This is an optimization exercise on Yosys and OpenROAD, whose aim is small area, a short achievable clock period and few clock cycles per item, not a production implementation. The RTL was checked by simulation tests, not by an equivalence proof against the original design. Power figures rest on the tool's default switching activity, not on a simulated workload.

P:
## Mult
module Mult (MultStart, out_A, out_B, rst, clk, HI, LOW, EndMult);
export LEC_CHECK = 0
export CAP_MARGIN = 20
export CORE_MARGIN = 2
export CORE_UTILIZATION = 40
export SETUP_SLACK_MARGIN = 1.5
export SLEW_MARGIN = 20
export SYNTH_HIERARCHICAL = 1
export SYNTH_MINIMUM_KEEP_SIZE = 0
export TNS_END_PERCENT = 20
create_clock -name core_clock -period 6.5 [get_ports {clk}]
standard.sh (not shown) runs the stock make flow with config.mk's settings and CLKGATE_MAP_FILE= SYNTH_SCRIPT=/design/flow/synth_recipe.tcl, a recipe that flattens the netlist after the stock synthesis.
==> flow/flow/run.sh <==
#!/bin/bash
# The standard layout (the standard.sh: ORFS synthesis to finish), except that
# the port buffers are sky130_fd_sc_hd__buf_2 rather than the delay-cell buffer
# that buffer_ports picks by default. The make output goes to standard.log; ORFS
# keeps each step's own log under orfs/logs/.
set -uo pipefail
bash standard.sh "BUFFER_PORTS_ARGS=-buffer_cell sky130_fd_sc_hd__buf_2" finish > standard.log 2>&1
P: flow completed, timing, DRC and antenna clean
Testbench counts of P, summed over its fixed seeds: cycles 960, items 960.
> inputs changed (P -> Q)
- a deleted TNS_END_PERCENT that had been 20
--- outcome ---
Worst hold slack of P is on par with Q.
Changes observed in Q relative to P: met2 wire length now sits at about the same level; slew at the pin closest to its max-slew limit now sits at about the same level; first-iteration DRC count now sits higher.
No stage failed in Q, and the final checks on the layout all came back clean.
Against P, via count in Q rose slightly.
Inputs modified between Q and R:
- an added CTS_BUF_LIST of sky130_fd_sc_hd__clkbuf_4 sky130_fd_sc_hd__clkbuf_8
==> flow/flow/run.sh <==
#!/bin/bash
# The standard layout (the standard.sh: ORFS synthesis to finish), except that
# the port buffers are sky130_fd_sc_hd__buf_4 rather than the delay-cell buffer
# that buffer_ports picks by default. The make output goes to standard.log; ORFS
# keeps each step's own log under orfs/logs/.
set -uo pipefail
bash standard.sh "BUFFER_PORTS_ARGS=-buffer_cell sky130_fd_sc_hd__buf_4" finish > standard.log 2>&1
- Diff Q -> R: global-route usage over all layers fell 0.51 points; critical path depth rose 1.
- R: all stages complete, timing, DRC and antenna checks passed
- On area occupied by multi-input gates, the lower figure sits with Q, not R.
- R vs. Q: power went up, final hold slack went down.
- R vs Q — critical path arrival rose 0.07 ns.

========
Starting RTL as in the previous note.
Settings: LEC_CHECK=0, CAP_MARGIN=20, CORE_MARGIN=2, CORE_UTILIZATION=40, SETUP_SLACK_MARGIN=1.5, SLEW_MARGIN=20, SYNTH_HIERARCHICAL=1, SYNTH_MINIMUM_KEEP_SIZE=0, TNS_END_PERCENT=0; clock period 6.5 ns.
==> flow/flow/run.sh <==
#!/bin/bash
# The standard layout (the standard.sh: ORFS synthesis to finish), except that
# the port buffers are sky130_fd_sc_hd__buf_2 rather than the delay-cell buffer
# that buffer_ports picks by default. The make output goes to standard.log; ORFS
# keeps each step's own log under orfs/logs/.
set -uo pipefail
bash standard.sh "BUFFER_PORTS_ARGS=-buffer_cell sky130_fd_sc_hd__buf_2" finish > standard.log 2>&1
Testbench counts at the start, summed over its fixed seeds: cycles 960, items 960.
==> next run, changes <==
==> flow/flow/run.sh (replaced) <==
#!/bin/bash
# The standard layout (the standard.sh: ORFS synthesis to finish), except that
# the port buffers are sky130_fd_sc_hd__buf_4 rather than the delay-cell buffer
# that buffer_ports picks by default. The make output goes to standard.log; ORFS
# keeps each step's own log under orfs/logs/.
set -uo pipefail
bash standard.sh "BUFFER_PORTS_ARGS=-buffer_cell sky130_fd_sc_hd__buf_4" finish > standard.log 2>&1
--- a/flow/config.mk
+++ b/flow/config.mk
@@ -10,3 +10,3 @@
 export CORE_UTILIZATION = 40
-export SETUP_SLACK_MARGIN = 1.5
+export SETUP_SLACK_MARGIN = 1.6
 export SLEW_MARGIN = 20
@@ -14,2 +14 @@
 export SYNTH_MINIMUM_KEEP_SIZE = 0
-export TNS_END_PERCENT = 0
Non-clock buffer count increases by 2.
Cell area grows by 3.0%.
Sequential power is about the same.
Worst setup slack improves by 0.13 ns.
Worst hold slack gets better by 0.0053 ns.
Routed wire length rises by 1.2%.
Utilization went up by 1.3 points.
First-iteration DRC count went up by 12%.
Via count increases by 0.42%.
Area after synthesis is unchanged.
Critical path depth goes up by 2.
==> next run, changes <==
--- a/flow/config.mk
+++ b/flow/config.mk
@@ -9,4 +9,4 @@
 export CORE_MARGIN = 2
-export CORE_UTILIZATION = 40
-export SETUP_SLACK_MARGIN = 1.6
+export CORE_UTILIZATION = 60
+export SETUP_SLACK_MARGIN = 1.5
 export SLEW_MARGIN = 20
What happened: Combinational power barely changes; die area falls by 33%; clock power came out higher by about 2%; via count barely changes; global-route usage climbs by 12 points; area after synthesis stays the same; worst setup slack degrades by 0.10 ns; critical path depth goes down by 1.

[what the ideal ports hide]
Ports are ideal in the flow. The routed layouts listed here were re-timed in OpenROAD. Step 1: set_driving_cell puts a clkbuf_16 on clk and a buf_2 on each other input, an assumption about the parent block. Step 2 times the ports against the registers' clock, not the clock port: input delays grow and output delays shrink by t, the midpoint of the rising clock arrivals with the driver on. a / b / c = ideal ports / drivers / drivers and shift; a / b = the first two.
| run | shift t [ns] | slack for setup (ns) | hold slack, ns | slew at the worst register clock pin (ns) | worst slew at a driven data input, ns |
|---|---|---|---|---|---|
| P | 0.546 | 1.555 / 1.586 / 1.043 | 0.964 / 0.932 / 1.478 | 0.06 / 0.06 | 0.07 |
| Q | 0.548 | 1.559 / 1.597 / 1.049 | 0.961 / 0.927 / 1.475 | 0.06 / 0.06 | 0.08 |
| R | 0.614 | 1.567 / 1.547 / 0.970 | 0.893 / 0.865 / 1.479 | 0.09 / 0.09 | 0.06 |
| the first run of note 2 | 0.546 | 1.527 / 1.538 / 0.992 | 0.963 / 0.931 / 1.477 | 0.06 / 0.06 | 0.08 |
| the second run of note 2 | 0.548 | 1.653 / 1.656 / 1.114 | 0.968 / 0.933 / 1.481 | 0.06 / 0.06 | 0.17 |
| the third run of note 2 | 0.529 | 1.550 / 1.545 / 1.024 | 0.980 / 0.947 / 1.476 | 0.07 / 0.07 | 0.07 |
After both steps every run listed still meets setup and hold. The setup slack of R, which loses most, moves by -0.020 ns with the drivers and by -0.597 ns with both steps.
